Context: an optimization exercise on an open-source flow, tuned for small area, a short achievable clock period and few clock cycles. The choices shown serve that exercise and are no tape-out recipe.
RTL that was checked went through simulation tests only; none was proved equivalent to the original.
Only the layout flow was run in run 1; the RTL was not checked for function there.
Power is estimated from default activity; no workload was simulated.

==> flow/design.v <==
`timescale 1ns / 1ps
module SimpleCPU(clk, rst, data_fromRAM, wrEn, addr_toRAM, data_toRAM, pCounter);
parameter SIZE = 10;
input clk, rst;
input wire [15:0] data_fromRAM;
output reg wrEn;
output reg [SIZE-1:0] addr_toRAM;
output wire [15:0] data_toRAM;
output reg [SIZE-1:0] pCounter;
localparam S_D = 3'd0;    
localparam S_E = 3'd1;    
localparam S_F = 3'd2;    
localparam S_R = 3'd3;    
localparam S_M = 3'd4;    
reg [2:0]  state, stateNext;
reg [2:0]  op, opNext;
reg [15:0] W, WNext;
reg [9:0]  S4, S4Next;      
reg        pend, pendNext;  
reg [15:0] Mreg;
reg [15:0] acc;
reg [1:0]  cnt, cntNext;
reg [9:0]  pcNext;
reg        sD, sI, sP1, sP, s4;
reg        sDn, sIn, sP1n, sPn, s4n;
wire [15:0] I     = data_fromRAM;
wire [2:0]  iop   = I[15:13];
wire        azero = (I[12:0] == 13'd0);
wire [9:0]  pc1   = pCounter + 10'd1;
wire        Wz    = (W == 16'd0);
assign data_toRAM = W;
wire [15:0] M = data_fromRAM;
wire        sh_zero = (|M[15:5]) | (M[4] & ~|M[3:0]);
wire [15:0] Wrev, sh_in, sh_out, sh_rev;
genvar g;
generate for (g = 0; g < 16; g = g + 1) begin : rv
  assign Wrev[g] = W[15-g];
  assign sh_rev[g] = sh_out[15-g];
end endgenerate
assign sh_in  = M[4] ? Wrev : W;
assign sh_out = sh_in >> M[3:0];
wire [15:0] srl_res = sh_zero ? 16'd0 : (M[4] ? sh_rev : sh_out);
reg [15:0] alu;
always @* begin
  case (op)
    3'd0: alu = W + M;
    3'd1: alu = ~(W & M);
    3'd2: alu = srl_res;
    3'd3: alu = {15'd0, W < M};
    default: alu = M;
  endcase
end
wire [3:0]  nib   = Mreg[15:12];
wire        blo   = Mreg[11];
wire [15:0] accs  = {acc[11:0], 4'd0};   
wire        one_l = nib[0] ^ blo;
wire        two_l = (nib[1] & ~nib[0] & ~blo) | (~nib[1] & nib[0] & blo);
wire        neg_l = nib[1];
wire        one_h = nib[2] ^ nib[1];
wire        two_h = (nib[3] & ~nib[2] & ~nib[1]) | (~nib[3] & nib[2] & nib[1]);
wire        neg_h = nib[3];
wire [15:0] Wx2   = {W[14:0], 1'b0};
wire [15:0] row_l = (({16{one_l}} & W) | ({16{two_l}} & Wx2)) ^ {16{neg_l}};
wire [15:0] row_h = ((({16{one_h}} & W) | ({16{two_h}} & Wx2)) ^ {16{neg_h}}) << 2;
wire [15:0] row_a = {accs[15:4], 1'b0, neg_h, 1'b0, neg_l};
wire [15:0] cs_s  = row_l ^ row_h ^ row_a;
wire [15:0] cs_c  = {((row_l[14:0] & row_h[14:0]) | (row_l[14:0] & row_a[14:0]) | (row_h[14:0] & row_a[14:0])), 1'b0};
wire [15:0] prod  = cs_s + cs_c;
wire inD = (state == S_D);
wire inE = (state == S_E);
wire inM = (state == S_M);
wire inF = (state == S_F);
wire inR = (state == S_R);
wire d_st  = (iop == 3'd6);
wire d_bz  = (iop == 3'd4);
wire [9:0] addr_w;
wire       wrEn_w;
wire [9:0] a_reg = ({10{sP1}} & pc1) | ({10{sP}} & pCounter) | {7'd0, s4, 2'd0};
wire [9:0] a_s4  = {10{sD}} & S4;
SimpleCPU_bus u_bus (.I(I), .rst(rst), .sDI(sD | sI), .a_s4(a_s4), .a_reg(a_reg),
                     .wq(sD & ~pend), .addr(addr_w), .wrEn(wrEn_w));
always @* begin
  addr_toRAM = addr_w;
  wrEn       = wrEn_w;
end
always @(posedge clk) begin
  state    <= stateNext;
  pCounter <= pcNext;
  op       <= opNext;
  W        <= WNext;
  S4       <= S4Next;
  pend     <= pendNext;
  acc      <= inE ? 16'd0 : prod;
  cnt      <= cntNext;
  Mreg     <= inM ? {Mreg[11:0], 4'd0} : data_fromRAM;
  sD       <= sDn;
  sI       <= sIn;
  sP1      <= sP1n;
  sP       <= sPn;
  s4       <= s4n;
end
wire [9:0] ea_d = I[9:0] | ({10{azero}} & S4);
always @* begin
  stateNext = state;
  pcNext    = pCounter;
  opNext    = op;
  WNext     = pend ? prod : W;
  S4Next    = S4;
  pendNext  = 1'b0;
  cntNext   = 2'd0;
  sDn = 1'b0; sIn = 1'b0; sP1n = 1'b0; sPn = 1'b0; s4n = 1'b0;
  if (rst) begin
    stateNext = S_R;
    s4n       = 1'b1;
    pcNext    = 10'd0;
    if (inR) S4Next = I[9:0];
  end else begin
    case (state)
      S_R: begin                               
        S4Next    = I[9:0];
        stateNext = S_F;
        sPn       = 1'b1;
      end
      S_D: begin
        opNext = iop;
        if (d_st) begin                        
          stateNext = S_F;
          sPn       = 1'b1;
          if (!pend) begin                     
            pcNext = pc1;
            if (ea_d == 10'd4) S4Next = W[9:0];
          end
        end else if (d_bz && pend) begin       
          stateNext = S_F;
          sPn       = 1'b1;
        end else begin
          stateNext = S_E;
          sIn  = d_bz & Wz;                    
          sP1n = ~(d_bz & Wz) & (iop != 3'd7);
          sPn  = (iop == 3'd7);
        end
      end
      S_E: begin
        stateNext = S_D;
        sDn       = 1'b1;
        if (op == 3'd4) begin                  
          pcNext = Wz ? M[9:0] : pc1;
        end else if (op == 3'd7) begin         
          stateNext = S_M;
          sDn       = 1'b0;
          sPn       = 1'b1;
        end else begin
          WNext  = alu;
          pcNext = pc1;
        end
      end
      S_M: begin
        cntNext = cnt + 2'd1;
        sP1n    = (cnt == 2'd1);
        sPn     = (cnt == 2'd0);
        if (cnt == 2'd2) begin                 
          pcNext    = pc1;
          pendNext  = 1'b1;
          stateNext = S_D;
          sDn       = 1'b1;
        end
      end
      default: begin                           
        stateNext = S_D;
        sDn       = 1'b1;
      end
    endcase
  end
end
endmodule
module SimpleCPU_bus(I, rst, sDI, a_s4, a_reg, wq, addr, wrEn);
input  [15:0] I;
input         rst, sDI, wq;
input  [9:0]  a_s4, a_reg;
output [9:0]  addr;
output        wrEn;
wire azero;
SimpleCPU_az u_az (.A(I[12:0]), .z(azero));
genvar i;
generate for (i = 0; i < 10; i = i + 1) begin : ab
  SimpleCPU_abit u_ab (.i(I[i]), .si(sDI), .z(azero), .s4(a_s4[i]), .r(a_reg[i]), .a(addr[i]));
end endgenerate
SimpleCPU_we u_we (.op(I[15:13]), .rst(rst), .wq(wq), .we(wrEn));
endmodule
module SimpleCPU_az(A, z);
input  [12:0] A;
output        z;
assign z = ~|A;
endmodule
module SimpleCPU_abit(i, si, z, s4, r, a);
input  i, si, z, s4, r;
output a;
assign a = (i & si) | (z & s4) | r;
endmodule
module SimpleCPU_we(op, rst, wq, we);
input  [2:0] op;
input        rst, wq;
output       we;
assign we = wq & ~rst & op[2] & op[1] & ~op[0];
endmodule
==> flow/flow/run.sh <==
#!/bin/bash
# The standard layout (the standard.sh), with two changes to how the
# resizer treats the port buffers: buffer_ports inserts buf_4 cells instead of
# its default delay-cell buffer, and sizing may swap a cell for one of another
# footprint, so that the port buffers can be sized for speed.
# Each tool's output goes to standard.log in this folder.
set -o pipefail
bash standard.sh MATCH_CELL_FOOTPRINT=0 "BUFFER_PORTS_ARGS=-buffer_cell sky130_fd_sc_hd__buf_4" finish > standard.log 2>&1
==> flow/standard.sh <==
#!/bin/bash
# synth_recipe.tcl (not shown) runs the flow's synth.tcl, then flattens the netlist and writes it again
# the make line also repeats each setting of config.mk as NAME=value (left out here)
make -C /OpenROAD-flow-scripts/flow DESIGN_CONFIG=/design/flow/config.mk WORK_HOME=/design/flow/orfs CLKGATE_MAP_FILE= SYNTH_SCRIPT=/design/flow/synth_recipe.tcl "${@:-finish}"
==> flow/config.mk <==
export PLATFORM = sky130hd
export DESIGN_NAME = SimpleCPU
export DESIGN_NICKNAME = SimpleCPU
export VERILOG_FILES = /design/flow/design.v
export SDC_FILE = /design/flow/constraint.sdc
export NUM_CORES = 4
export LEC_CHECK = 0
export ABC_AREA = 1
export CAP_MARGIN = 20
export CORE_MARGIN = 2
export CORE_UTILIZATION = 40
export CTS_BUF_LIST = sky130_fd_sc_hd__clkbuf_4 sky130_fd_sc_hd__clkbuf_8
export SETUP_SLACK_MARGIN = 3.3
export SLEW_MARGIN = 20
export SYNTH_HIERARCHICAL = 1
==> flow/constraint.sdc <==
create_clock -name core_clock -period 7.0 [get_ports {clk}]
set_input_delay 1.4000 -clock core_clock [delete_from_list [all_inputs] [get_ports {clk}]]
set_output_delay 1.4000 -clock core_clock [all_outputs]
set_load 0.01 [all_outputs]
==> impl_metrics.csv, run 1 <==
group,metric,value,unit
clock_network,clkLatencyLatePin,390,ps
detailed_routing,avgViaCountPerCell,5.545,
power,p_per_area,315.6,mW/mm²
synth,synth_edf_count,13,
placed_design,placed_cell_area,0.008391,mm²
detailed_routing,first_pass_iters,7,
setup_path,crit_type,"in2out",
setup_path,crit_start,"data_fromRAM[12]",
die,core-area,0.01933,mm²
finish,drive_gt1_frac,0.1498,
grt,grt_max_degree,53,
timing,timing.final.max_slew_violations,0,
setup_path,crit_fanout,5,
timing,finalSetupViolCount,0,
detailed_routing,wire_per_inst,18.24,µm
timing,relSlewSlack,0.5114,
grt,track_usage,0.2693,
finish,final_common_cell,"nand2_1",
timing,max_freq,271.0,MHz
die,ios,55,
timing,fin_setup_tns,0,ps
clock_network,ctsHtreeMaxLevel,3,
grt,gr-total-overflow,0,
die,die_y,144.0,µm
synth,synthFlopType,"dfxtp_1",
clock_network,cts_root_buf,"clkbuf_8",
setup_path,critical_path_arrival,2290,ps
setup_path,reg2reg_depth,17,
timing,tightest_slew,730.5,ps
clock_network,cts_tree,"built",
placed_design,port_buffers,54,
setup_path,regToRegEndpoint,"W[15]$_DFF_P_",
setup_path,r2r-start,"W[2]$_DFF_P_",
die,initial_core_util,0.4054,
detailed_routing,vias,8357,
power,irDropWorstVdd,0.2364,mV
synth,async_flop_share,0,
timing,hold_viol_final,0,
die,row_count,51,
synth,ys_types,57,
job,drv_cap,0,
grt,grt_pass1_vias,7582,
worst_hold_path,hold_class,"reg2reg",
detailed_routing,drc,0,
clock_network,cts-buffers-inserted,9,
synth,yosys_warnings,7,
timing,rsz0062_at_grt,"yes",
synth,synthCells,1201,
die,die_w,144.0,µm
finish,nNetsFinal,1319,
timing,fin_skew,22.55,ps
worst_hold_path,hold_start,"Mreg[1]$_SDFF_PP0_",
worst_hold_path,whs_endpoint,"Mreg[5]$_DFF_P_",
finish,final_cell_area,0.008981,mm²
setup_path,cp.required,5600,ps
run_status,status,"complete, no violations",
finish,final_util,0.4645,
finish,n_fill_cell,2034,
synth,ys_seq_area_frac,0.2158,
setup_path,worst_setup_path_start_kind,"input pin",
finish,final_cell_mix,"248 x nand2_1, 140 x inv_1, 88 x nor2_1",
timing,fin_crit_sh,0.5271,
grt,grt_pass1_wl,42.66,mm
power,p_leak,4.140,nW
detailed_routing,ant_nets,0,
placed_design,gp_congestion,0.9274,
grt,antenna_found_initial,0,
placed_design,dp.final_hpwl,20.84,mm
clock_network,cts.sink_count,78,
worst_hold_path,whs_path_depth,2,
timing,fin_crit,3690,ps
clock_network,clock_path_buffers,2,
detailed_routing,drtIter0Drc,668,
clock_network,path_clk_slew,90,ps
synth,synth.net_count,1283,
clock_network,ctsHoldBuffers,0,
setup_path,critPathCaptureType,"primary output",
synth,syn-cell-area,0.007838,mm²
synth,ys_seq_elements,78,
synth,avgSynthCellArea,6.526,µm²
die,die_area,0.02073,mm²
power,power,2.835,mW
finish,syn2layout_area_growth,14.59,%
setup_path,r2r_setup_slack,3580,ps
detailed_routing,drt-total-wl,27.49,mm
finish,diodes,0,
timing,whs,438.0,ps
-- power breakdown --
part | leakage [nW] | internal (mW) | switching [mW]
sequential | 0.670 | 0.545 | 0.125
combinational | 3.38 | 0.665 | 1.16
clock | 0.0936 | 0.137 | 0.205
-- cells by family (layout without fill, tap and decap cells) --
| group | after synthesis | in the layout | share of synthesized area |
|---|---|---|---|
| flip-flops | 78 | 78 | 0.2158 |
| buffers and inverters | 215 | 255 | 0.1117 |
| AO/OA/AOI/OAI | 293 | 293 | 0.2198 |
| multiplexers | 1 | 1 | 0.001277 |
| AND/OR/NAND/NOR | 503 | 504 | 0.2851 |
| adder cells (fa/ha/maj) | 64 | 64 | 0.1137 |
| XOR/XNOR | 47 | 47 | 0.05252 |
-- modules after synthesis (local to each module, per instance), a selection --
| module | cell area (µm²) | cells inside | flops+latches | copies in the design |
|---|---|---|---|---|
| SimpleCPU_we | 27.53 | 5 | 0 | 1 |
| SimpleCPU_abit | 21.27 | 4 | 0 | 10 |
| SimpleCPU_az | 67.56 | 17 | 0 | 1 |
| SimpleCPU | 7530 | 1139 | 78 | 1 |
-- layout make-up --
type                            instances  area (µm²)  share of cell area
Multi-Input combinational cell        909        5426              0.6042
Tap cell                              265       331.6             0.03692
Sequential cell                        78        1710              0.1904
Clock inverter                          7       67.56            0.007523
Inverter                              171       658.1             0.07328
Clock buffer                            9       123.9             0.01379
Timing Repair Buffer                   68       663.1             0.07384
-- registers in the layout, summed over array words and instances (netlist names) --
register and count:
Mreg 16, W 16, acc 12, S4 10
pCounter 10, op 3, state 3, cnt 2
pend 1, s4 1, sD 1, sI 1
sP 1, sP1 1
-- layer usage --
layer | vias up | wire (µm) | GRT usage
li1 | 4103 | - | -
met1 | 3867 | 12470 | 0.3793
met2 | 338 | 12150 | 0.4228
met3 | 49 | 2104 | 0.04272
met4 | 0 | 760 | 0.08411
met5 | - | 0 | 0
-- critical path: stages --
cell and delay, ps:
buf_6 110, inv_4 60, nand2_2 60, nor2_4 110
nand2_4 90, nor2_4 190, nand2_2 80, nand3_2 80
buf_6 100
-- cell usage after synthesis, types with 14 or more instances --
master,instances,area (µm²)
nand2_1,259,972.2
inv_1,147,551.8
nor2_1,94,352.8
nand3_1,82,410.4
a21oi_1,79,395.4
o21ai_0,79,395.4
dfxtp_1,65,1301
ha_1,52,650.6
o21ai_1,42,210.2
xor2_1,41,359.1
o22ai_1,37,231.5
clkbuf_1,23,86.33
inv_2,22,82.58
o211ai_1,18,135.1
nand4_1,14,87.58
-- what timing repair did --
action                                  4_1_cts  5_1_grt
endpoints found under the setup margin       28       20
gates resized for setup                      45       38
pin swaps                                    16       14
hold endpoints to repair                      0        0
gates cloned                                  1        2
setup buffers                                 3        4
-- how the worst max path moves through the flow --
stage | end | slack (ps) | depth (start not counted)
2_1_floorplan | S4[0]$_DFFE_PP_ | 3330 | 6
3_3_place_gp | W[15]$_DFF_P_ | 2670 | 18
3_5_place_dp | W[15]$_DFF_P_ | 2660 | 17
4_1_cts | addr_toRAM[9] | 3300 | 9
5_1_grt | W[11]$_DFF_P_ | 3270 | 15
6_report | addr_toRAM[7] | 3310 | 9
-- metrics by stage --
step / worst slack, ps / std cells
after detailed placement: 2658 / 1481
after global routing: 3270 / 1507
final: 3310 / 1507
after CTS: 3301 / 1501
after global placement: 2672 / 1481
after floorplan: 3326 / 1201
==> run 2, diff against run 1 <==
--- a/flow/design.v
+++ b/flow/design.v
@@ -23,6 +23,11 @@
 reg [9:0]  pcNext;
 reg        sD, sI, sP1, sP, s4;
 reg        sDn, sIn, sP1n, sPn, s4n;
+wire inD = (state == S_D);
+wire inE = (state == S_E);
+wire inM = (state == S_M);
+wire inF = (state == S_F);
+wire inR = (state == S_R);
 wire [15:0] I     = data_fromRAM;
 wire [2:0]  iop   = I[15:13];
 wire        azero = (I[12:0] == 13'd0);
@@ -50,15 +55,18 @@
     default: alu = M;
   endcase
 end
-wire [3:0]  nib   = Mreg[15:12];
-wire        blo   = Mreg[11];
 wire [15:0] accs  = {acc[11:0], 4'd0};   
-wire        one_l = nib[0] ^ blo;
-wire        two_l = (nib[1] & ~nib[0] & ~blo) | (~nib[1] & nib[0] & blo);
-wire        neg_l = nib[1];
-wire        one_h = nib[2] ^ nib[1];
-wire        two_h = (nib[3] & ~nib[2] & ~nib[1]) | (~nib[3] & nib[2] & nib[1]);
-wire        neg_h = nib[3];
+reg         one_l, two_l, neg_l, one_h, two_h, neg_h;
+wire [15:0] MregNext = inM ? {Mreg[11:0], 4'd0} : data_fromRAM;
+wire [4:0]  nb       = MregNext[15:11];   
+always @(posedge clk) begin
+  one_l <= nb[1] ^ nb[0];
+  two_l <= (nb[2] & ~nb[1] & ~nb[0]) | (~nb[2] & nb[1] & nb[0]);
+  neg_l <= nb[2];
+  one_h <= nb[3] ^ nb[2];
+  two_h <= (nb[4] & ~nb[3] & ~nb[2]) | (~nb[4] & nb[3] & nb[2]);
+  neg_h <= nb[4];
+end
 wire [15:0] Wx2   = {W[14:0], 1'b0};
 wire [15:0] row_l = (({16{one_l}} & W) | ({16{two_l}} & Wx2)) ^ {16{neg_l}};
 wire [15:0] row_h = ((({16{one_h}} & W) | ({16{two_h}} & Wx2)) ^ {16{neg_h}}) << 2;
@@ -66,11 +74,6 @@
 wire [15:0] cs_s  = row_l ^ row_h ^ row_a;
 wire [15:0] cs_c  = {((row_l[14:0] & row_h[14:0]) | (row_l[14:0] & row_a[14:0]) | (row_h[14:0] & row_a[14:0])), 1'b0};
 wire [15:0] prod  = cs_s + cs_c;
-wire inD = (state == S_D);
-wire inE = (state == S_E);
-wire inM = (state == S_M);
-wire inF = (state == S_F);
-wire inR = (state == S_R);
 wire d_st  = (iop == 3'd6);
 wire d_bz  = (iop == 3'd4);
 wire [9:0] addr_w;
@@ -92,7 +95,7 @@
   pend     <= pendNext;
   acc      <= inE ? 16'd0 : prod;
   cnt      <= cntNext;
-  Mreg     <= inM ? {Mreg[11:0], 4'd0} : data_fromRAM;
+  Mreg     <= MregNext;
   sD       <= sDn;
   sI       <= sIn;
   sP1      <= sP1n;
==> impl_metrics.csv, run 2 <==
group,metric,value,unit
grt,antenna_found_initial,0,
finish,reg.largest.list,"W: 16 flops, Mreg: 12 flops, acc: 12 flops",
clock_network,cts-buffers-inserted,9,
detailed_routing,drtIter0Drc,793,
placed_design,placed_cell_area,0.008444,mm²
finish,syn2layout_area_growth,13.46,%
setup_path,reg2reg_depth,12,
setup_path,crit_type,"in2out",
grt,gr-total-overflow,0,
finish,n_fill_cell,2099,
clock_network,ctsHtreeMaxLevel,3,
power,irDropWorstVdd,0.2222,mV
worst_hold_path,whs_endpoint,"Mreg[6]$_DFF_P_",
synth,async_flop_share,0,
timing,fin_setup_tns,0,ps
synth,ys_types,47,
die,die_w,144.2,µm
worst_hold_path,hold_start,"Mreg[2]$_SDFF_PP0_",
timing,max_freq,270.4,MHz
die,core-area,0.01940,mm²
timing,hold_viol_final,0,
synth,yosys.area_share.simple,0.3403,
timing,finalSetupViolCount,0,
detailed_routing,ant_nets,0,
timing,fin_crit_sh,0.5283,
die,row_count,51,
finish,final_common_cell,"nand2_1",
job,drv_cap,0,
clock_network,cts_tree,"built",
placed_design,port_buffers,54,
detailed_routing,vias,8548,
timing,timing.final.max_slew_violations,0,
timing,relSlewSlack,0.4533,
finish,final_cell_mix,"256 x nand2_1, 165 x nand3_1, 152 x inv_1",
finish,final_cell_area,0.008920,mm²
detailed_routing,drt-total-wl,28.71,mm
setup_path,critPathCaptureType,"primary output",
run_status,status,"complete, no violations",
placed_design,dp_worst_setup_slack,3055,ps
synth,ys_top_cells_by_area,"dfxtp_1 17%, nand2_1 13%, nand3_1 11%, ha_1 8.3%, inv_1 7.5%",
placed_design,dp.cells,1518,
worst_hold_path,hold_class,"reg2reg",
setup_path,critical_path_arrival,2300,ps
grt,grt_max_degree,36,
synth,synthTopCellsByCount,"266 x nand2_1, 166 x nand3_1, 158 x inv_1",
placed_design,gp_congestion,0.9463,
synth,synth_top_area_share,0.1706,
detailed_routing,drt-met1-wl,12.59,mm
grt,grt_pass1_wl,44.65,mm
synth,yosys.area.top_type,"dfxtp_1",
finish,nNetsFinal,1355,
synth,ys_seq_area_frac,0.2203,
detailed_routing,avgViaCountPerCell,5.540,
setup_path,worst_setup_path_start_kind,"input pin",
clock_network,clkLatencyLatePin,390,ps
detailed_routing,drc,0,
synth,synthXorXnorAreaFrac,0.05348,
timing,rsz0062_at_grt,"yes",
synth,avgSynthCellArea,6.355,µm²
timing,tightest_slew,815.6,ps
worst_hold_path,whs_path_depth,2,
synth,synthCells,1237,
setup_path,cp.required,5600,ps
synth,muxShareOfSynthArea,0,
power,p_leak,4.247,nW
finish,drive_gt1_frac,0.1268,
synth,synth_compound_area_frac,0.1646,
clock_network,clock_path_buffers,2,
die,die_area,0.02079,mm²
setup_path,r2r_setup_slack,3550,ps
detailed_routing,highest_layer,"met4",
synth,synth_edf_count,13,
clock_network,path_clk_slew,80,ps
synth,ys_seq_elements,80,
die,initial_core_util,0.4053,
die,die_y,144.2,µm
die,ios,55,
setup_path,r2r-start,"W[3]$_DFF_P_",
timing,fin_crit,3698,ps
finish,top_register,"W",
detailed_routing,first_pass_iters,5,
finish,largest_reg_flops,16,
timing,whs,439.6,ps
synth,synthFlopType,"dfxtp_1",
detailed_routing,wire_per_inst,18.60,µm
power,power,2.753,mW
power,p_per_area,308.6,mW/mm²
grt,grt_pass1_vias,7929,
placed_design,dp.final_hpwl,22.11,mm
synth,synth_top_family_by_area,"simple AND/OR/NAND/NOR gates",
finish,final_util,0.4598,
timing,layout_setup_ws,3302,ps
clock_network,cts.sink_count,80,
synth,synth.net_count,1319,
synth,synth_fa_ha_area_frac,0.1133,
timing,fin_skew,22.12,ps
setup_path,regToRegEndpoint,"W[9]$_DFF_P_",
setup_path,crit_fanout,35,
synth,yosys_warnings,7,
grt,track_usage,0.2829,
synth,yosysMostFrequentCell,"nand2_1",
clock_network,cts_root_buf,"clkbuf_8",
detailed_routing,wl_met2,12.97,mm
detailed_routing,met3_length,2.082,mm
finish,diodes,0,
synth,syn-cell-area,0.007861,mm²
finish,instances_no_fill,1543,
-- run 2: cell count changes after synthesis, sizes merged, moves of 5 or more --
| cell | previous run | this run |
|---|---|---|
| nand3 | 95 | 178 |
| o21ai | 121 | 85 |
| o211ai | 18 | 4 |
| nor2 | 99 | 92 |
| a31oi | 1 | 7 |
| nor3 | 14 | 20 |
| a211oi | 9 | 4 |
| o22ai | 39 | 34 |
-- run 2: per-layer routing --
layer | global-route usage | vias up
met5 | 0 | -
met4 | 0.1114 | 0
met3 | 0.04470 | 69
met2 | 0.4564 | 361
met1 | 0.3798 | 3925
li1 | - | 4193
-- run 2: cell type report --
type,count,area [µm²],area share
well taps,265,331.6,0.03717
multi-input cells,939,5364,0.6013
repair buffers,67,601.8,0.06747
clock buffers,11,145.1,0.01627
flip-flops and latches,80,1740,0.1951
clock inverters,5,61.31,0.006873
inverters,176,675.6,0.07575
-- run 2: how the worst max path moves through the flow --
stage	slack, ps	endpoint	start	depth (start not counted)
floorplan	3550	addr_toRAM[0]	data_fromRAM[8]	7
global placement	2980	S4[3]$_DFFE_PP_	data_fromRAM[4]	7
detailed placement	3060	addr_toRAM[2]	data_fromRAM[10]	9
CTS	3250	addr_toRAM[3]	data_fromRAM[11]	9
global route	3260	addr_toRAM[3]	data_fromRAM[10]	9
finish	3300	addr_toRAM[3]	data_fromRAM[4]	7
-- run 2: cells by family after synthesis --
family                     after synthesis
and+or+nand+nor                        592
AOI/OAI and AO/OA                      234
buffers and inverters                  219
DFF                                     80
adders and majority gates               64
xor gates and xnor gates                48
-- run 2: what timing repair did --
item / in CTS / in global routing
pin swaps: 9 / 17
buffers inserted: 1 / 7
setup endpoints to repair: 10 / 13
gates cloned: 1 / 0
resized for setup: 31 / 36
hold buffers: 0 / 0
-- run 2: Yosys stat by module, one instance, submodules excluded, excerpt --
module          copies in the design  cells inside  flops+latches  cell area (µm²)
SimpleCPU                          1          1175             80             7553
SimpleCPU_we                       1             5              0            27.53
SimpleCPU_az                       1            17              0            67.56
SimpleCPU_abit                    10             4              0            21.27
-- run 2: report_power, final --
group	switching, mW	total, mW	internal (mW)
logic	1.07	1.69	0.619
clock network	0.197	0.379	0.182
registers	0.133	0.688	0.555
total	1.40	2.75	1.36
-- run 2: worst max-delay path, stage by stage --
cell,delay [ps]
buf_8,160
nor2_2,140
nand3_4,110
nor2_4,230
nand2_2,80
nand3_2,70
buf_6,100
Testbench counts of run 2, summed over its fixed seeds: cycles 110,687.
==> run 3, diff against run 2 <==
==> flow/flow/run.sh (replaced) <==
#!/bin/bash
# The standard layout (the standard.sh), with two changes to how the
# resizer treats the port buffers: buffer_ports inserts buf_2 cells instead of
# its default delay-cell buffer, and sizing may swap a cell for one of another
# footprint, so that the port buffers can be sized for speed.
# Each tool's output goes to standard.log in this folder.
set -o pipefail
bash standard.sh MATCH_CELL_FOOTPRINT=0 "BUFFER_PORTS_ARGS=-buffer_cell sky130_fd_sc_hd__buf_2" finish > standard.log 2>&1
--- a/flow/config.mk
+++ b/flow/config.mk
@@ -10,6 +10,6 @@
 export CORE_MARGIN = 2
 export CORE_UTILIZATION = 40
 export CTS_BUF_LIST = sky130_fd_sc_hd__clkbuf_4 sky130_fd_sc_hd__clkbuf_8
-export SETUP_SLACK_MARGIN = 3.3
+export SETUP_SLACK_MARGIN = 3.1
 export SLEW_MARGIN = 20
 export SYNTH_HIERARCHICAL = 1
==> impl_metrics.csv, run 3 <==
group,metric,value,unit
run_status,status,"complete, no violations",
setup_path,cp.required,5600,ps
die,initial_core_util,0.4053,
finish,final_cell_area,0.008514,mm²
synth,ys_seq_area_frac,0.2203,
timing,max_freq,260.9,MHz
die,die_y,144.2,µm
grt,grt_pass1_vias,7622,
setup_path,crit_fanout,13,
timing,finalSetupViolCount,0,
synth,avgSynthCellArea,6.355,µm²
timing,rsz0062_at_grt,"yes",
clock_network,cts.sink_count,80,
setup_path,critPathCaptureType,"primary output",
detailed_routing,wire_per_inst,18.51,µm
setup_path,worst_setup_path_start_kind,"input pin",
synth,syn-cell-area,0.007861,mm²
synth,ys_types,47,
placed_design,placed_cell_area,0.008289,mm²
die,row_count,51,
detailed_routing,first_pass_iters,5,
clock_network,cts_root_buf,"clkbuf_8",
synth,ys_seq_elements,80,
power,power.internal,1.288,mW
clock_network,post_cts_buffers,0,
detailed_routing,drc,0,
placed_design,port_buffers,54,
synth,synthFlopType,"dfxtp_1",
synth,synthTopCellsByCount,"266 x nand2_1, 166 x nand3_1, 158 x inv_1",
grt,antenna_found_initial,0,
setup_path,path_cells,"clkbuf_4 -> inv_1 -> nand2_1 -> nor2_1 -> nand2_2 -> nor2_4 -> nand2_1 -> nand3_2 -> buf_2",
timing,fin_crit,3832,ps
power,irDropWorstVdd,0.1700,mV
job,drv_cap,0,
worst_hold_path,hold_class,"reg2reg",
setup_path,cpPeakStageDelay,220,ps
finish,top_register,"W",
synth,yosysMostFrequentCell,"nand2_1",
timing,fin_skew,18.33,ps
finish,nNetsFinal,1344,
detailed_routing,avgViaCountPerCell,5.567,
timing,fin_setup_tns,0,ps
clock_network,cts_tree,"built",
finish,multi_input_area,0.005306,mm²
setup_path,cp_top_family,"simple AND/OR/NAND/NOR gates",
detailed_routing,drtIter0Drc,847,
detailed_routing,drt-total-wl,28.36,mm
clock_network,clkLatencyLatePin,390,ps
setup_path,path_common_cell,"nand2_1",
finish,reg.largest.list,"W: 16 flops, Mreg: 12 flops, acc: 12 flops",
synth,synth_top_area_share,0.1706,
clock_network,cts-buffers-inserted,9,
timing,timing.final.max_slew_violations,0,
clock_network,clock_path_buffers,2,
power,p_clk_frac,0.127,
clock_network,path_clk_slew,80,ps
timing,tightest_slew,1034,ps
die,core-area,0.01940,mm²
grt,grt_max_degree,38,
grt,grt_pass1_wl,43.68,mm
grt,gr-total-overflow,0,
grt,track_usage,0.2753,
finish,drive_gt1_frac,0.09866,
synth,async_flop_share,0,
setup_path,cp_slowest_cell,"clkbuf_4",
finish,seq_area,0.001732,mm²
synth,yosys_warnings,7,
detailed_routing,vias,8528,
detailed_routing,ant_nets,0,
setup_path,critical_path_arrival,2430,ps
synth,yosys.area.top_type,"dfxtp_1",
setup_path,critPathBufInv,3,
synth,synthCells,1237,
placed_design,dp.final_hpwl,21.51,mm
finish,largest_reg_flops,16,
timing,relSlewSlack,0.3107,
power,power_frac_seq,0.255,
finish,final_util,0.4389,
synth,synth.net_count,1319,
clock_network,ctsHtreeMaxLevel,3,
finish,final_cell_mix,"265 x nand2_1, 165 x nand3_1, 158 x inv_1",
clock_network,ctsHoldBuffers,0,
timing,hold_viol_final,0,
timing,fin_crit_sh,0.5475,
finish,final_common_cell,"nand2_1",
finish,syn2layout_area_growth,8.308,%
setup_path,crit_type,"in2out",
die,die_area,0.02079,mm²
finish,n_fill_cell,2137,
placed_design,gp_congestion,1.020,
die,die_w,144.2,µm
power,swShare,0.5218,
finish,diodes,0,
power,p_leak,4.119,nW
die,ios,55,
synth,synth_edf_count,13,
synth,ys_top_cells_by_area,"dfxtp_1 17%, nand2_1 13%, nand3_1 11%, ha_1 8.3%, inv_1 7.5%",
power,p_per_area,316.2,mW/mm²
power,p_sw,1.405,mW
power,pwr-share-comb,0.618,
-- run 3: cell types whose count changed in the layout (fill, tap and decap cells not counted), sizes merged --
cell	previous run	this run
clkinv	4	2
bufinv	1	0
buf	66	54
clkbuf	12	13
inv	175	178
-- run 3: through the flow --
stage	std cells	worst slack [ps]	hold WS [ps]	power, mW
3_5_place_dp	1515	2860	418.7	2.313
6_report	1532	3168	433.6	2.693
4_1_cts	1531	3086	437.3	2.661
3_3_place_gp	1515	2859	415.3	2.319
2_1_floorplan	1237	3554	405.6	1.852
5_1_grt	1532	3094	451.1	2.932
-- run 3: power groups by stage --
stage	Clock [mW]	Sequential (mW)	Combinational [mW]
after floorplan	0	0.639	1.21
after CTS	0.346	0.681	1.63
after detailed placement	0	0.691	1.62
after global placement	0	0.693	1.63
final	0.342	0.686	1.66
after global routing	0.362	0.690	1.88
-- run 3: cells by family after synthesis --
group,synth area share
AND/OR/NAND/NOR,0.3403
AO/OA/AOI/OAI,0.1646
buffers and inverters,0.1081
flip-flops,0.2203
adder cells (fa/ha/maj),0.1133
XOR/XNOR,0.05348
-- run 3: cell type report --
type	count	area share
inverter	176	0.07803
tap	265	0.03894
sequential	80	0.2034
clock buffer	11	0.01705
timing repair buffer	56	0.03497
multi-input combinational	939	0.6232
clock inverter	5	0.004409
-- run 3: layer usage --
| metal | share of wire | global-route usage |
|---|---|---|
| met5 | 0 | 0 |
| met4 | 0.028 | 0.08074 |
| met3 | 0.079 | 0.03841 |
| met2 | 0.43 | 0.4248 |
| met1 | 0.46 | 0.3993 |
-- run 3: path summary, 6_finish.rpt --
check	slack, ps	startpoint	end	cells past startpoint
worst max-delay path	3170	data_fromRAM[3]	addr_toRAM[9]	9
worst min-delay path	430	Mreg[3]$_SDFF_PP0_	Mreg[7]$_DFF_P_	2
worst max register to register	3410	W[4]$_DFF_P_	W[15]$_DFF_P_	16
worst min register to register	430	Mreg[3]$_SDFF_PP0_	Mreg[7]$_DFF_P_	2
-- run 3: repair_timing --
action | 4_1_cts | 5_1_grt
gates resized for setup | 4 | 9
pin swaps | 1 | 1
cloned | 0 | 1
setup endpoints to repair | 10 | 14
-- run 3: worst reg2reg max path: stages, from the launching register on --
cell and delay [ps]:
dfxtp_1 720, inv_1 250, o22ai_1 240, xor2_1 240, fa_1 470, ha_1 390, a21oi_1 110, o21ai_0 280
nand2_1 80, nand3_1 160, nand2_1 100, nor2_1 140, nor2_1 60, nand2_1 60, nand3_1 70, nand2_1 90
nand2_1 50
-- run 3: Yosys stat by module, one instance, submodules excluded, excerpt --
module / cells inside / times used
SimpleCPU_abit: 4 / 10
SimpleCPU: 1175 / 1
SimpleCPU_az: 17 / 1
SimpleCPU_we: 5 / 1
==> run 4, diff against run 3 <==
--- a/flow/config.mk
+++ b/flow/config.mk
@@ -10,6 +10,6 @@
 export CORE_MARGIN = 2
 export CORE_UTILIZATION = 40
 export CTS_BUF_LIST = sky130_fd_sc_hd__clkbuf_4 sky130_fd_sc_hd__clkbuf_8
-export SETUP_SLACK_MARGIN = 3.1
+export SETUP_SLACK_MARGIN = 3.5
 export SLEW_MARGIN = 20
 export SYNTH_HIERARCHICAL = 1
==> impl_metrics.csv, run 4 <==
group,metric,value,unit
run_status,status,"complete, no violations",
setup_path,r2r-start,"W[8]$_DFF_P_",
grt,grt_max_degree,38,
finish,drive_gt1_frac,0.1284,
clock_network,cts-buffers-inserted,9,
timing,relSlewSlack,0.2979,
setup_path,crit_fanout,5,
detailed_routing,vias,8681,
detailed_routing,ant_nets,0,
finish,final_cell_mix,"257 x nand2_1, 165 x nand3_1, 152 x inv_1",
timing,hold_viol_final,0,
timing,fin_crit_sh,0.5240,
power,power,2.722,mW
detailed_routing,first_pass_iters,7,
die,ios,55,
power,p_leak,4.216,nW
timing,timing.final.max_slew_violations,0,
synth,yosys_warnings,7,
timing,fin_setup_tns,0,ps
clock_network,clkLatencyLatePin,380,ps
synth,ys_seq_elements,80,
finish,syn2layout_area_growth,12.57,%
setup_path,worst_setup_path_start_kind,"input pin",
job,drv_cap,0,
synth,ys_seq_area_frac,0.2203,
timing,fin_skew,13.71,ps
grt,antenna_found_initial,0,
detailed_routing,drt-total-wl,28.92,mm
clock_network,cts.sink_count,80,
setup_path,path_common_cell,"nand2_2",
grt,grt_pass1_wl,44.60,mm
worst_hold_path,hold_class,"reg2reg",
synth,yosys.area.top_type,"dfxtp_1",
clock_network,clock_path_buffers,2,
power,irDropWorstVdd,0.1691,mV
synth,synthTopCellsByCount,"266 x nand2_1, 166 x nand3_1, 158 x inv_1",
synth,synth.net_count,1319,
synth,async_flop_share,0,
clock_network,cts_root_buf,"clkbuf_8",
setup_path,critPathCaptureType,"primary output",
synth,ys_top_cells_by_area,"dfxtp_1 17%, nand2_1 13%, nand3_1 11%, ha_1 8.3%, inv_1 7.5%",
finish,final_util,0.4562,
synth,synthCells,1237,
finish,largest_reg_flops,16,
timing,max_freq,272.6,MHz
die,die_w,144.2,µm
worst_hold_path,hold_start,"Mreg[3]$_SDFF_PP0_",
timing,tightest_slew,1053,ps
timing,fin_crit,3668,ps
detailed_routing,wire_per_inst,18.75,µm
die,die_area,0.02079,mm²
setup_path,reg2reg_depth,17,
setup_path,critical_path_arrival,2270,ps
synth,synth_edf_count,13,
placed_design,dp.final_hpwl,21.51,mm
synth,synthFlopType,"dfxtp_1",
setup_path,cpPeakStageDelay,200,ps
setup_path,path_cells,"buf_12 -> clkinv_4 -> nand2_2 -> nor2_2 -> nand2_2 -> nor2_4 -> nand2_1 -> nand3_2 -> buf_6",
placed_design,port_buffers,54,
synth,avgSynthCellArea,6.355,µm²
grt,grt_pass1_vias,7795,
timing,finalSetupViolCount,0,
clock_network,ctsHtreeMaxLevel,3,
setup_path,regToRegEndpoint,"W[15]$_DFF_P_",
setup_path,cp.required,5600,ps
die,die_y,144.2,µm
setup_path,crit_type,"in2out",
detailed_routing,avgViaCountPerCell,5.630,
synth,synth_top_area_share,0.1706,
finish,nNetsFinal,1354,
clock_network,path_clk_slew,80,ps
synth,ys_types,47,
finish,top_register,"W",
die,core-area,0.01940,mm²
setup_path,cp_top_family,"simple AND/OR/NAND/NOR gates",
grt,track_usage,0.2816,
finish,n_fill_cell,2106,
placed_design,gp_congestion,1.020,
die,row_count,51,
detailed_routing,drc,0,
finish,reg.largest.list,"W: 16 flops, Mreg: 12 flops, acc: 12 flops",
detailed_routing,drtIter0Drc,912,
timing,rsz0062_at_grt,"yes",
setup_path,r2r_setup_slack,3740,ps
synth,syn-cell-area,0.007861,mm²
power,p_per_area,307.6,mW/mm²
finish,final_common_cell,"nand2_1",
clock_network,cts_tree,"built",
grt,gr-total-overflow,0,
setup_path,cp_slowest_cell,"nor2_4",
worst_hold_path,whs_endpoint,"Mreg[7]$_DFF_P_",
finish,diodes,0,
worst_hold_path,whs_path_depth,2,
synth,yosysMostFrequentCell,"nand2_1",
setup_path,critPathBufInv,3,
die,initial_core_util,0.4053,
-- run 4: cell counts after synthesis --
No cell type changed its count.
-- run 4: power by group --
group	internal (mW)	switching, mW
sequential	0.557	0.132
combinational	0.607	1.09
clock	0.146	0.194
-- run 4: worst reg2reg max path, stage by stage, from the launching register on --
cell and delay [ps]:
dfxtp_1 680, inv_2 140, o22ai_1 230, xor2_1 120
fa_1 510, inv_1 40, ha_1 370, nand2_1 100
nor2_1 160, nand3_1 100, nand3_1 170, nand2_1 100
nor2_1 130, nor2_1 60, nand2_1 60, nand3_1 70
nand2_1 80, nand2_1 50
-- run 4: cell type report --
cell class                 instances  area, µm²  area share
clock buffer                      11      145.1     0.01640
clock inverter                     5      37.54    0.004241
inverter                         176      675.6     0.07635
multi-input combinational        939       5361      0.6058
sequential                        80       1747      0.1974
tap                              265      331.6     0.03747
timing repair buffer              65      546.8     0.06178
timing repair inverter             1      5.005   0.0005655
-- run 4: routing by layer --
metal | vias up | share of wire | track usage
met3 | 62 | 0.083 | 0.03874
met2 | 425 | 0.43 | 0.4296
met1 | 4001 | 0.46 | 0.4097
met5 | - | 0 | 0
met4 | 0 | 0.031 | 0.08993
li1 | 4193 | - | -
-- run 4: how the worst max path moves through the flow --
stage                     start         endpoint  slack, ps  cells past startpoint
5_1_grt         data_fromRAM[2]    addr_toRAM[8]       3270                      7
6_report        data_fromRAM[9]    addr_toRAM[3]       3330                      9
4_1_cts        data_fromRAM[11]    addr_toRAM[7]       3320                      9
2_1_floorplan   data_fromRAM[8]    addr_toRAM[0]       3550                      7
3_3_place_gp    data_fromRAM[3]  S4[1]$_DFFE_PP_       2860                      6
3_5_place_dp    data_fromRAM[2]    W[13]$_DFF_P_       2860                     14
-- run 4: cells by family after synthesis --
family | count (synthesis) | synth area share
AO/OA/AOI/OAI | 234 | 0.1646
XOR/XNOR | 48 | 0.05348
adder cells (fa/ha/maj) | 64 | 0.1133
buffers and inverters | 219 | 0.1081
flip-flops | 80 | 0.2203
AND/OR/NAND/NOR | 592 | 0.3403
-- run 4: modules after synthesis (local to each module, per instance), a selection --
module,cells inside,area [µm²]
SimpleCPU,1175,7553
SimpleCPU_az,17,67.56
SimpleCPU_we,5,27.53
SimpleCPU_abit,4,21.27
-- run 4: what timing repair did --
action | in CTS | in global routing
setup endpoints to repair | 22 | 23
hold buffers | 0 | 0
gates resized for setup | 73 | 30
pin swaps | 24 | 15
setup buffers | 6 | 3
gates cloned | 2 | 0
-- run 4: metrics by stage --
stage / cells / setup slack, ps / area [µm²] / hold slack [ps]
finish: 1542 / 3332 / 8850 / 433.3
global route: 1542 / 3272 / 8850 / 451.1
CTS: 1539 / 3317 / 8762 / 437.3
detailed placement: 1515 / 2860 / 8289 / 418.7
global placement: 1515 / 2859 / 8289 / 415.3
floorplan: 1237 / 3554 / 7861 / 405.6
==> run 5, diff against run 4 <==
--- a/flow/config.mk
+++ b/flow/config.mk
@@ -10,6 +10,6 @@
 export CORE_MARGIN = 2
 export CORE_UTILIZATION = 40
 export CTS_BUF_LIST = sky130_fd_sc_hd__clkbuf_4 sky130_fd_sc_hd__clkbuf_8
-export SETUP_SLACK_MARGIN = 3.5
+export SETUP_SLACK_MARGIN = 3.2
 export SLEW_MARGIN = 20
 export SYNTH_HIERARCHICAL = 1
==> impl_metrics.csv, run 5 <==
group,metric,value,unit
run_status,status,"complete, no violations",
clock_network,cts_tree,"built",
timing,tightest_slew,1033,ps
finish,top_register,"W",
grt,grt_pass1_vias,7634,
setup_path,critPathCaptureType,"primary output",
detailed_routing,wire_per_inst,18.51,µm
setup_path,reg2reg_depth,17,
synth,ys_types,47,
die,initial_core_util,0.4053,
clock_network,cts_root_buf,"clkbuf_8",
setup_path,r2r-start,"W[6]$_DFF_P_",
detailed_routing,drtIter0Drc,898,
grt,grt_max_degree,38,
synth,syn-cell-area,0.007861,mm²
detailed_routing,ant_nets,0,
power,p_per_area,313.8,mW/mm²
setup_path,crit_fanout,5,
setup_path,worst_setup_path_start_kind,"input pin",
timing,fin_skew,11.92,ps
finish,diodes,0,
synth,synth_edf_count,13,
detailed_routing,drc,0,
die,die_y,144.2,µm
timing,fin_crit_sh,0.5368,
setup_path,path_common_cell,"nand2_2",
clock_network,cts-buffers-inserted,9,
synth,ys_top_cells_by_area,"dfxtp_1 17%, nand2_1 13%, nand3_1 11%, ha_1 8.3%, inv_1 7.5%",
setup_path,cp.depth,9,
clock_network,clkLatencyLatePin,380,ps
clock_network,cts.sink_count,80,
setup_path,cp_slowest_cell,"nor2_4",
setup_path,regToRegEndpoint,"W[15]$_DFF_P_",
timing,fin_crit,3757,ps
grt,gr-total-overflow,0,
placed_design,gp_congestion,1.020,
grt,use_met2,0.4271,
synth,ys_seq_elements,80,
die,die_w,144.2,µm
synth,yosysMostFrequentCell,"nand2_1",
finish,reg.largest.list,"W: 16 flops, Mreg: 12 flops, acc: 12 flops",
power,power,2.696,mW
synth,yosys_warnings,7,
worst_hold_path,hold_class,"reg2reg",
synth,yosys.area.top_type,"dfxtp_1",
timing,max_freq,266.1,MHz
setup_path,cp.required,5600,ps
clock_network,path_clk_slew,80,ps
finish,nNetsFinal,1344,
finish,drive_gt1_frac,0.1097,
detailed_routing,avgViaCountPerCell,5.603,
clock_network,clock_path_buffers,2,
finish,syn2layout_area_growth,9.279,%
timing,timing.final.max_slew_violations,0,
setup_path,crit_start,"data_fromRAM[12]",
clock_network,ctsHtreeMaxLevel,3,
setup_path,cp_top_family,"simple AND/OR/NAND/NOR gates",
power,irDropWorstVdd,0.1702,mV
job,drv_cap,0,
die,core-area,0.01940,mm²
synth,synthFlopType,"dfxtp_1",
synth,synth.net_count,1319,
finish,largest_reg_flops,16,
grt,track_usage,0.2762,
setup_path,cpPeakStageDelay,190,ps
detailed_routing,first_pass_iters,5,
die,ios,55,
grt,antenna_found_initial,0,
grt,gr-usage-met1,0.4012,
setup_path,critPathBufInv,3,
finish,final_cell_mix,"260 x nand2_1, 165 x nand3_1, 156 x inv_1",
setup_path,r2r_setup_slack,3480,ps
timing,hold_viol_final,0,
worst_hold_path,whs_path_depth,2,
placed_design,dp.final_hpwl,21.51,mm
finish,final_common_cell,"nand2_1",
synth,synthTopCellsByCount,"266 x nand2_1, 166 x nand3_1, 158 x inv_1",
grt,met3_usage,0.03709,
setup_path,crit_type,"in2out",
power,p_leak,4.134,nW
synth,synth_top_area_share,0.1706,
die,die_area,0.02079,mm²
detailed_routing,drt-total-wl,28.35,mm
grt,grt_pass1_wl,43.80,mm
placed_design,port_buffers,54,
setup_path,critical_path_arrival,2360,ps
finish,n_fill_cell,2134,
synth,ys_seq_area_frac,0.2203,
timing,relSlewSlack,0.3111,
timing,finalSetupViolCount,0,
setup_path,critical_path.endpoint,"addr_toRAM[4]",
timing,rsz0062_at_grt,"no",
synth,async_flop_share,0,
synth,synthCells,1237,
timing,fin_setup_tns,0,ps
detailed_routing,vias,8584,
synth,avgSynthCellArea,6.355,µm²
die,row_count,51,
setup_path,path_cells,"buf_2 -> inv_1 -> nand2_1 -> nor2_2 -> nand2_2 -> nor2_4 -> nand2_2 -> nand3_2 -> buf_6",
grt,grt.busiest_layer,"met2",
==> run 5: how the worst min path moves through the flow <==
stage,start,to,slack [ps]
floorplan,Mreg[6]$_DFF_P_,Mreg[10]$_DFF_P_,410
CTS,Mreg[3]$_SDFF_PP0_,Mreg[7]$_DFF_P_,440
finish,Mreg[3]$_SDFF_PP0_,Mreg[7]$_DFF_P_,430
global route,Mreg[3]$_SDFF_PP0_,Mreg[7]$_DFF_P_,450
global placement,Mreg[2]$_SDFF_PP0_,Mreg[6]$_DFF_P_,420
detailed placement,Mreg[3]$_SDFF_PP0_,Mreg[7]$_DFF_P_,420
==> run 5: where the power goes <==
group / total [mW] / leakage (nW) / switching [mW] / internal [mW]
clock network: 0.339 / 0.0985 / 0.193 / 0.146
registers: 0.686 / 0.684 / 0.132 / 0.554
logic: 1.67 / 3.35 / 1.08 / 0.592
total: 2.70 / 4.13 / 1.40 / 1.29
==> run 5: area by class of cell <==
cell class              count  area, µm²  share of cell area
multi-input cells         939       5331              0.6206
clock buffers              11      145.1             0.01689
clock inverters             5      37.54            0.004369
repair buffers             56      346.6             0.04034
flip-flops and latches     80       1734              0.2019
well taps                 265      331.6             0.03860
inverters                 176      664.4             0.07734
==> run 5: worst reg2reg max path: cells and delay by family, from the launching register on <==
kind	cells	cell delay (ps)
AOI/OAI and AO/OA	2	510
xor gates and xnor gates	1	110
DFF	1	780
and+or+nand+nor	10	880
adders and majority gates	2	900
buffers and inverters	2	240
==> run 5: metal layers <==
layer	wire, µm	vias to the layer above
li1	-	4177
met1	12930	3950
met2	12330	404
met3	2318	53
met4	775	0
met5	0	-
==> run 5: modules after synthesis (local to each module, per instance), excerpt <==
| module | cells inside | flip-flops and latches | times used | cell area, µm² |
|---|---|---|---|---|
| SimpleCPU | 1175 | 80 | 1 | 7553 |
| SimpleCPU_abit | 4 | 0 | 10 | 21.27 |
| SimpleCPU_az | 17 | 0 | 1 | 67.56 |
| SimpleCPU_we | 5 | 0 | 1 | 27.53 |
==> run 5: logic make-up (layout without fill, tap and decap cells) <==
logic type / after synthesis / count (layout) / synth area share
xor gates and xnor gates: 48 / 48 / 0.05348
and+or+nand+nor: 592 / 593 / 0.3403
adders and majority gates: 64 / 64 / 0.1133
buffers and inverters: 219 / 248 / 0.1081
DFF: 80 / 80 / 0.2203
AOI/OAI and AO/OA: 234 / 234 / 0.1646
==> run 5: repair_timing <==
item / CTS / global route
endpoints found under the hold margin: 0 / 0
cloned: 1 / 0
hold buffers: 0 / 0
pin swaps: 1 / 9
endpoints found under the setup margin: 10 / 13
setup buffers: 0 / 0
resized for setup: 14 / 32
==> run 5: per-stage QoR <==
| step | setup WS [ps] | hold slack (ps) | util | instances | area (µm²) |
|---|---|---|---|---|---|
| floorplan | 3554 | 405.6 | - | 1237 | 7861 |
| global placement | 2859 | 415.3 | 0.4273 | 1515 | 8289 |
| CTS | 3201 | 437.3 | 0.4386 | 1532 | 8508 |
| global route | 3176 | 451.1 | 0.4429 | 1532 | 8591 |
| detailed placement | 2860 | 418.7 | 0.4273 | 1515 | 8289 |
| finish | 3243 | 433.2 | 0.4429 | 1532 | 8591 |
==> run 6, diff against run 5 <==
--- a/flow/config.mk
+++ b/flow/config.mk
@@ -10,6 +10,6 @@
 export CORE_MARGIN = 2
 export CORE_UTILIZATION = 40
 export CTS_BUF_LIST = sky130_fd_sc_hd__clkbuf_4 sky130_fd_sc_hd__clkbuf_8
-export SETUP_SLACK_MARGIN = 3.2
+export SETUP_SLACK_MARGIN = 3.4
 export SLEW_MARGIN = 20
 export SYNTH_HIERARCHICAL = 1
==> impl_metrics.csv, run 6 <==
group,metric,value,unit
finish,largest_reg_flops,16,
job,drv_cap,0,
detailed_routing,wire_per_inst,18.77,µm
timing,finalSetupViolCount,0,
placed_design,gp_congestion,1.020,
finish,final_common_cell,"nand2_1",
setup_path,crit_start,"data_fromRAM[2]",
synth,ys_seq_elements,80,
grt,grt_pass1_wl,44.42,mm
worst_hold_path,hold_class,"reg2reg",
placed_design,dp_worst_setup_slack,2860,ps
power,p_per_area,307.0,mW/mm²
timing,fin_crit_sh,0.5243,
finish,syn2layout_area_growth,12.64,%
clock_network,cts_root_buf,"clkbuf_8",
setup_path,r2r-start,"W[4]$_DFF_P_",
setup_path,worst_setup_path_start_kind,"input pin",
synth,synthCells,1237,
grt,gr-total-overflow,0,
die,die_area,0.02079,mm²
clock_network,cts-buffers-inserted,9,
synth,avgSynthCellArea,6.355,µm²
timing,whs,433.5,ps
detailed_routing,drt-total-wl,28.96,mm
finish,final_cell_mix,"257 x nand2_1, 165 x nand3_1, 152 x inv_1",
setup_path,cp.required,5600,ps
power,irDropWorstVdd,0.1690,mV
finish,top_register,"W",
timing,rsz0062_at_grt,"yes",
grt,track_usage,0.2805,
setup_path,crit_fanout,23,
setup_path,critPathCaptureType,"primary output",
grt,grt_max_degree,38,
clock_network,ctsHoldBuffers,0,
die,initial_core_util,0.4053,
power,swShare,0.5187,
setup_path,critical_path_arrival,2270,ps
synth,async_flop_share,0,
power,power_frac_seq,0.253,
die,die_y,144.2,µm
synth,syn-cell-area,0.007861,mm²
synth,yosys.area.top_type,"dfxtp_1",
timing,fin_setup_tns,0,ps
die,core-area,0.01940,mm²
worst_hold_path,whs_endpoint,"Mreg[7]$_DFF_P_",
timing,relSlewSlack,0.3186,
synth,synth.net_count,1319,
setup_path,reg2reg_depth,16,
power,power,2.719,mW
clock_network,cts_tree,"built",
timing,max_freq,272.5,MHz
timing,hold_viol_final,0,
detailed_routing,first_pass_iters,6,
timing,layout_setup_ws,3330,ps
grt,grt_pass1_vias,7751,
die,row_count,51,
timing,tightest_slew,1022,ps
finish,diodes,0,
synth,yosys_warnings,7,
setup_path,r2r_setup_slack,3690,ps
detailed_routing,avgViaCountPerCell,5.589,
synth,yosysMostFrequentCell,"nand2_1",
synth,ys_types,47,
timing,timing.final.max_slew_violations,0,
finish,reg.largest.list,"W: 16 flops, Mreg: 12 flops, acc: 12 flops",
detailed_routing,ant_nets,0,
run_status,status,"complete, no violations",
clock_network,path_clk_slew,80,ps
synth,synthFlopType,"dfxtp_1",
power,pwr-share-comb,0.621,
synth,ys_seq_area_frac,0.2203,
power,p_leak,4.220,nW
finish,nNetsFinal,1355,
finish,n_fill_cell,2101,
detailed_routing,drc,0,
placed_design,port_buffers,54,
power,power.internal,1.309,mW
finish,drive_gt1_frac,0.1291,
finish,final_util,0.4565,
synth,synth_edf_count,13,
timing,fin_skew,13.56,ps
clock_network,clkLatencyLatePin,380,ps
die,die_w,144.2,µm
clock_network,ctsHtreeMaxLevel,3,
detailed_routing,drtIter0Drc,924,
timing,fin_crit,3670,ps
clock_network,cts.sink_count,80,
power,p_sw,1.410,mW
worst_hold_path,hold_start,"Mreg[3]$_SDFF_PP0_",
setup_path,crit_type,"in2out",
power,p_clk_frac,0.126,
grt,antenna_found_initial,0,
detailed_routing,vias,8624,
setup_path,regToRegEndpoint,"W[15]$_DFF_P_",
clock_network,clock_path_buffers,2,
placed_design,dp.final_hpwl,21.51,mm
synth,synth_top_area_share,0.1706,
synth,ys_top_cells_by_area,"dfxtp_1 17%, nand2_1 13%, nand3_1 11%, ha_1 8.3%, inv_1 7.5%",
worst_hold_path,whs_path_depth,2,
die,ios,55,
synth,synthTopCellsByCount,"266 x nand2_1, 166 x nand3_1, 158 x inv_1",
run 6: cell count changes in the layout (fill, tap and decap cells not counted), sizes merged:
cell,previous run,this run
buf,56,65
clkinvlp,1,3
inv,178,176
clkbuf,11,12
clkinv,2,3
run 6: area by class of cell:
type | instances | area [µm²] | share of cell area
multi-input combinational | 939 | 5361 | 0.6055
sequential | 80 | 1744 | 0.1970
inverter | 176 | 675.6 | 0.07630
timing repair buffer | 66 | 554.3 | 0.06260
tap | 265 | 331.6 | 0.03745
clock buffer | 11 | 145.1 | 0.01639
clock inverter | 5 | 37.54 | 0.004239
timing repair inverter | 1 | 5.005 | 0.0005652
run 6: critical path: stages:
cell and delay, ps:
buf_6 170, nor2_2 130, nand2_2 120, nor2_4 200
nand2_1 90, nand3_2 70, buf_6 100
run 6: how the worst max path moves through the flow:
| stage | endpoint | depth (start not counted) |
|---|---|---|
| global placement | S4[1]$_DFFE_PP_ | 6 |
| floorplan | addr_toRAM[0] | 7 |
| finish | addr_toRAM[3] | 7 |
| global route | addr_toRAM[8] | 7 |
| CTS | addr_toRAM[7] | 9 |
| detailed placement | W[13]$_DFF_P_ | 14 |
run 6: kinds of logic (layout without fill, tap and decap cells):
family,after synthesis,in the layout,synth area share
flip-flops,80,80,0.2203
AND/OR/NAND/NOR,592,593,0.3403
AO/OA/AOI/OAI,234,234,0.1646
XOR/XNOR,48,48,0.05348
adder cells (fa/ha/maj),64,64,0.1133
buffers and inverters,219,259,0.1081
run 6: what timing repair did:
item,CTS,global route
pin swaps,24,15
gates resized for setup,71,30
setup buffers,6,4
setup endpoints to repair,17,31
cloned,1,1
run 6: metal layers:
layer,share of wire,vias to the layer above,routed length (µm),GRT usage
met1,0.45,3940,12970,0.4091
met3,0.091,52,2645,0.03510
met2,0.43,430,12570,0.4318
met4,0.027,0,774,0.08431
met5,0,-,0,0
li1,-,4202,-,-
run 6: metrics by stage:
stage,cell area [µm²],cells
3_3_place_gp,8289,1515
3_5_place_dp,8289,1515
6_report,8855,1543
5_1_grt,8855,1543
2_1_floorplan,7861,1237
4_1_cts,8752,1538
run 6: power by group through the flow:
| stage | Sequential (mW) | Clock, mW | Combinational, mW |
|---|---|---|---|
| after detailed placement | 0.691 | 0 | 1.62 |
| after global routing | 0.692 | 0.364 | 1.90 |
| after global placement | 0.693 | 0 | 1.63 |
| after CTS | 0.681 | 0.346 | 1.65 |
| after floorplan | 0.639 | 0 | 1.21 |
| final | 0.688 | 0.343 | 1.69 |
run 6: modules after synthesis (local to each module, per instance), a selection:
module | flops+latches | area (µm²) | times used | cells inside
SimpleCPU_we | 0 | 27.53 | 1 | 5
SimpleCPU | 80 | 7553 | 1 | 1175
SimpleCPU_abit | 0 | 21.27 | 10 | 4
SimpleCPU_az | 0 | 67.56 | 1 | 17
==> run 7, diff against run 6 <==
--- a/flow/config.mk
+++ b/flow/config.mk
@@ -10,6 +10,6 @@
 export CORE_MARGIN = 2
 export CORE_UTILIZATION = 40
 export CTS_BUF_LIST = sky130_fd_sc_hd__clkbuf_4 sky130_fd_sc_hd__clkbuf_8
-export SETUP_SLACK_MARGIN = 3.4
+export SETUP_SLACK_MARGIN = 3.3
 export SLEW_MARGIN = 20
 export SYNTH_HIERARCHICAL = 1
==> impl_metrics.csv, run 7 <==
group,metric,value,unit
placed_design,dp.final_hpwl,21.51,mm
timing,fin_skew,14.10,ps
finish,instances_no_fill,1536,
timing,timing.final.max_slew_violations,0,
detailed_routing,drtIter0Drc,969,
setup_path,worst_setup_path_start_kind,"input pin",
die,core-area,0.01940,mm²
die,die_w,144.2,µm
detailed_routing,drt-total-wl,28.54,mm
clock_network,cts-buffers-inserted,9,
synth,ys_seq_area_frac,0.2203,
synth,synthCells,1237,
timing,hold_viol_final,0,
setup_path,reg2reg_depth,16,
job,drv_cap,0,
finish,n_fill_cell,2106,
grt,gr-total-overflow,0,
die,die_area,0.02079,mm²
synth,synthFlopType,"dfxtp_1",
finish,largest_reg_flops,16,
grt,grt_pass1_wl,44.04,mm
finish,final_cell_mix,"259 x nand2_1, 165 x nand3_1, 152 x inv_1",
grt,track_usage,0.2773,
finish,final_common_cell,"nand2_1",
synth,syn-cell-area,0.007861,mm²
die,initial_core_util,0.4053,
grt,antenna_found_initial,0,
timing,fin_setup_tns,0,ps
setup_path,r2r_setup_slack,3570,ps
placed_design,dp.cells,1515,
synth,ys_top_cells_by_area,"dfxtp_1 17%, nand2_1 13%, nand3_1 11%, ha_1 8.3%, inv_1 7.5%",
finish,reg.largest.list,"W: 16 flops, Mreg: 12 flops, acc: 12 flops",
clock_network,ctsHoldBuffers,0,
clock_network,cts.sink_count,80,
timing,rsz0062_at_grt,"yes",
run_status,status,"complete, no violations",
worst_hold_path,hold_class,"reg2reg",
finish,drive_gt1_frac,0.1172,
synth,yosysMostFrequentCell,"nand2_1",
placed_design,port_buffers,54,
synth,synth_edf_count,13,
detailed_routing,vias,8617,
timing,relSlewSlack,0.3088,
synth,ys_seq_elements,80,
finish,top_register,"W",
synth,async_flop_share,0,
detailed_routing,wire_per_inst,18.58,µm
setup_path,crit_fanout,35,
synth,avgSynthCellArea,6.355,µm²
grt,grt_pass1_vias,7667,
setup_path,r2r-start,"W[5]$_DFF_P_",
setup_path,crit_type,"in2out",
clock_network,path_clk_slew,80,ps
timing,finalSetupViolCount,0,
die,row_count,51,
detailed_routing,first_pass_iters,5,
setup_path,regToRegEndpoint,"W[15]$_DFF_P_",
timing,layout_setup_ws,3347,ps
clock_network,clkLatencyLatePin,380,ps
synth,ys_types,47,
timing,fin_crit_sh,0.5219,
die,die_y,144.2,µm
worst_hold_path,hold_start,"Mreg[3]$_SDFF_PP0_",
synth,yosys_warnings,7,
worst_hold_path,whs_path_depth,2,
setup_path,critPathCaptureType,"primary output",
placed_design,dp_worst_setup_slack,2860,ps
timing,fin_crit,3653,ps
setup_path,cp.required,5600,ps
finish,syn2layout_area_growth,11.43,%
worst_hold_path,whs_endpoint,"Mreg[7]$_DFF_P_",
clock_network,cts_root_buf,"clkbuf_8",
synth,synth_top_area_share,0.1706,
clock_network,ctsHtreeMaxLevel,3,
finish,diodes,0,
die,ios,55,
detailed_routing,avgViaCountPerCell,5.610,
synth,synth.net_count,1319,
grt,grt_max_degree,38,
synth,synthTopCellsByCount,"266 x nand2_1, 166 x nand3_1, 158 x inv_1",
synth,yosys.area.top_type,"dfxtp_1",
setup_path,critical_path_arrival,2250,ps
placed_design,gp_congestion,1.020,
clock_network,cts_tree,"built",
timing,tightest_slew,1037,ps
power,p_leak,4.179,nW
detailed_routing,ant_nets,0,
timing,max_freq,273.7,MHz
clock_network,clock_path_buffers,2,
power,p_per_area,309.5,mW/mm²
power,irDropWorstVdd,0.1699,mV
finish,nNetsFinal,1348,
detailed_routing,drc,0,
-- run 7: cell counts after synthesis --
No cell type changed its count.
-- run 7: repair_timing --
action / 4_1_cts / 5_1_grt
gates cloned: 1 / 1
gates resized for setup: 54 / 35
endpoints found under the hold margin: 0 / 0
setup buffers: 1 / 2
endpoints found under the setup margin: 11 / 17
pin swaps: 13 / 11
-- run 7: worst max path at each step --
| stage | startpoint | endpoint | slack, ps | cells after the start |
|---|---|---|---|---|
| detailed placement | data_fromRAM[2] | W[13]$_DFF_P_ | 2860 | 14 |
| floorplan | data_fromRAM[8] | addr_toRAM[0] | 3550 | 7 |
| global placement | data_fromRAM[3] | S4[1]$_DFFE_PP_ | 2860 | 6 |
| global route | data_fromRAM[12] | addr_toRAM[4] | 3280 | 9 |
| finish | data_fromRAM[4] | addr_toRAM[4] | 3350 | 7 |
| CTS | data_fromRAM[6] | addr_toRAM[9] | 3300 | 7 |
-- run 7: report_power, final --
| group | leakage, nW | internal, mW | switching [mW] |
|---|---|---|---|
| clock network | 0.0985 | 0.146 | 0.194 |
| registers | 0.683 | 0.555 | 0.131 |
| logic | 3.40 | 0.601 | 1.08 |
| total | 4.18 | 1.30 | 1.41 |
-- run 7: worst max-delay path, stage by stage --
cell and delay [ps]:
buf_12 150, nor2_4 140, nand3_4 100, nor2_4 190
nand2_1 90, nand3_2 70, buf_6 100
-- run 7: per-stage QoR --
step	utilization	area, µm²	hold WS [ps]	power, mW
finish	0.4516	8760	433.6	2.711
global route	0.4516	8760	451.1	2.950
global placement	0.4273	8289	415.3	2.319
detailed placement	0.4273	8289	418.7	2.313
CTS	0.4449	8630	437.3	2.671
floorplan	-	7861	405.6	1.852
-- run 7: per-module statistics from Yosys (local to each module, per instance), a selection --
module          area (µm²)  cells  flops+latches
SimpleCPU             7553   1175             80
SimpleCPU_abit       21.27      4              0
SimpleCPU_az         67.56     17              0
SimpleCPU_we         27.53      5              0
-- run 7: kinds of logic after synthesis --
group / share of synthesized area
AND/OR/NAND/NOR: 0.3403
AO/OA/AOI/OAI: 0.1646
buffers and inverters: 0.1081
flip-flops: 0.2203
adder cells (fa/ha/maj): 0.1133
XOR/XNOR: 0.05348
-- run 7: layer usage --
| layer | part of all wire | track usage | up-vias |
|---|---|---|---|
| li1 | - | - | 4181 |
| met1 | 0.45 | 0.4016 | 3965 |
| met2 | 0.44 | 0.4316 | 419 |
| met3 | 0.080 | 0.03543 | 52 |
| met4 | 0.027 | 0.08022 | 0 |
| met5 | 0 | 0 | - |
-- run 7: final cells by class --
cell class              count  area (µm²)  share of cell area
multi-input cells         939        5366              0.6126
repair inverters            1       5.005           0.0005713
inverters                 176       681.9             0.07785
clock buffers              11       145.1             0.01657
repair buffers             59       455.4             0.05199
flip-flops and latches     80        1737              0.1983
clock inverters             5       37.54            0.004285
well taps                 265       331.6             0.03785

==> afterwards: timing with drivers on the ports <==
The results above use ideal ports. As a check the final layouts listed here were re-extracted and re-timed, cells and wires unchanged.
Step 1 assumes that a clkbuf_16 drives the clock port and a buf_2 every other input.
Step 2, shift: input delay + t, output delay - t, t = (earliest + latest rising clock arrival at the registers) / 2. This alone moves slack from input paths to output paths.
Three values: ideal, step 1, step 2; two values: the first two.
run	t, ns	setup slack, ns	worst register clock-pin slew, ns
run 1	0.415	3.310 / 3.207 / 3.110	0.11 / 0.11
run 2	0.423	3.302 / 3.264 / 3.154	0.11 / 0.11
run 3	0.417	3.168 / 3.146 / 3.063	0.10 / 0.10
run 4	0.414	3.332 / 3.283 / 3.283	0.09 / 0.09
run 5	0.412	3.243 / 3.224 / 3.162	0.09 / 0.09
run 6	0.418	3.330 / 3.289 / 3.263	0.09 / 0.09
run 7	0.416	3.347 / 3.301 / 3.073	0.09 / 0.09
After both steps setup and hold are still met in every run listed. For run 7, which loses most, drivers alone change the setup slack by -0.046 ns; drivers and shift together by -0.274 ns.
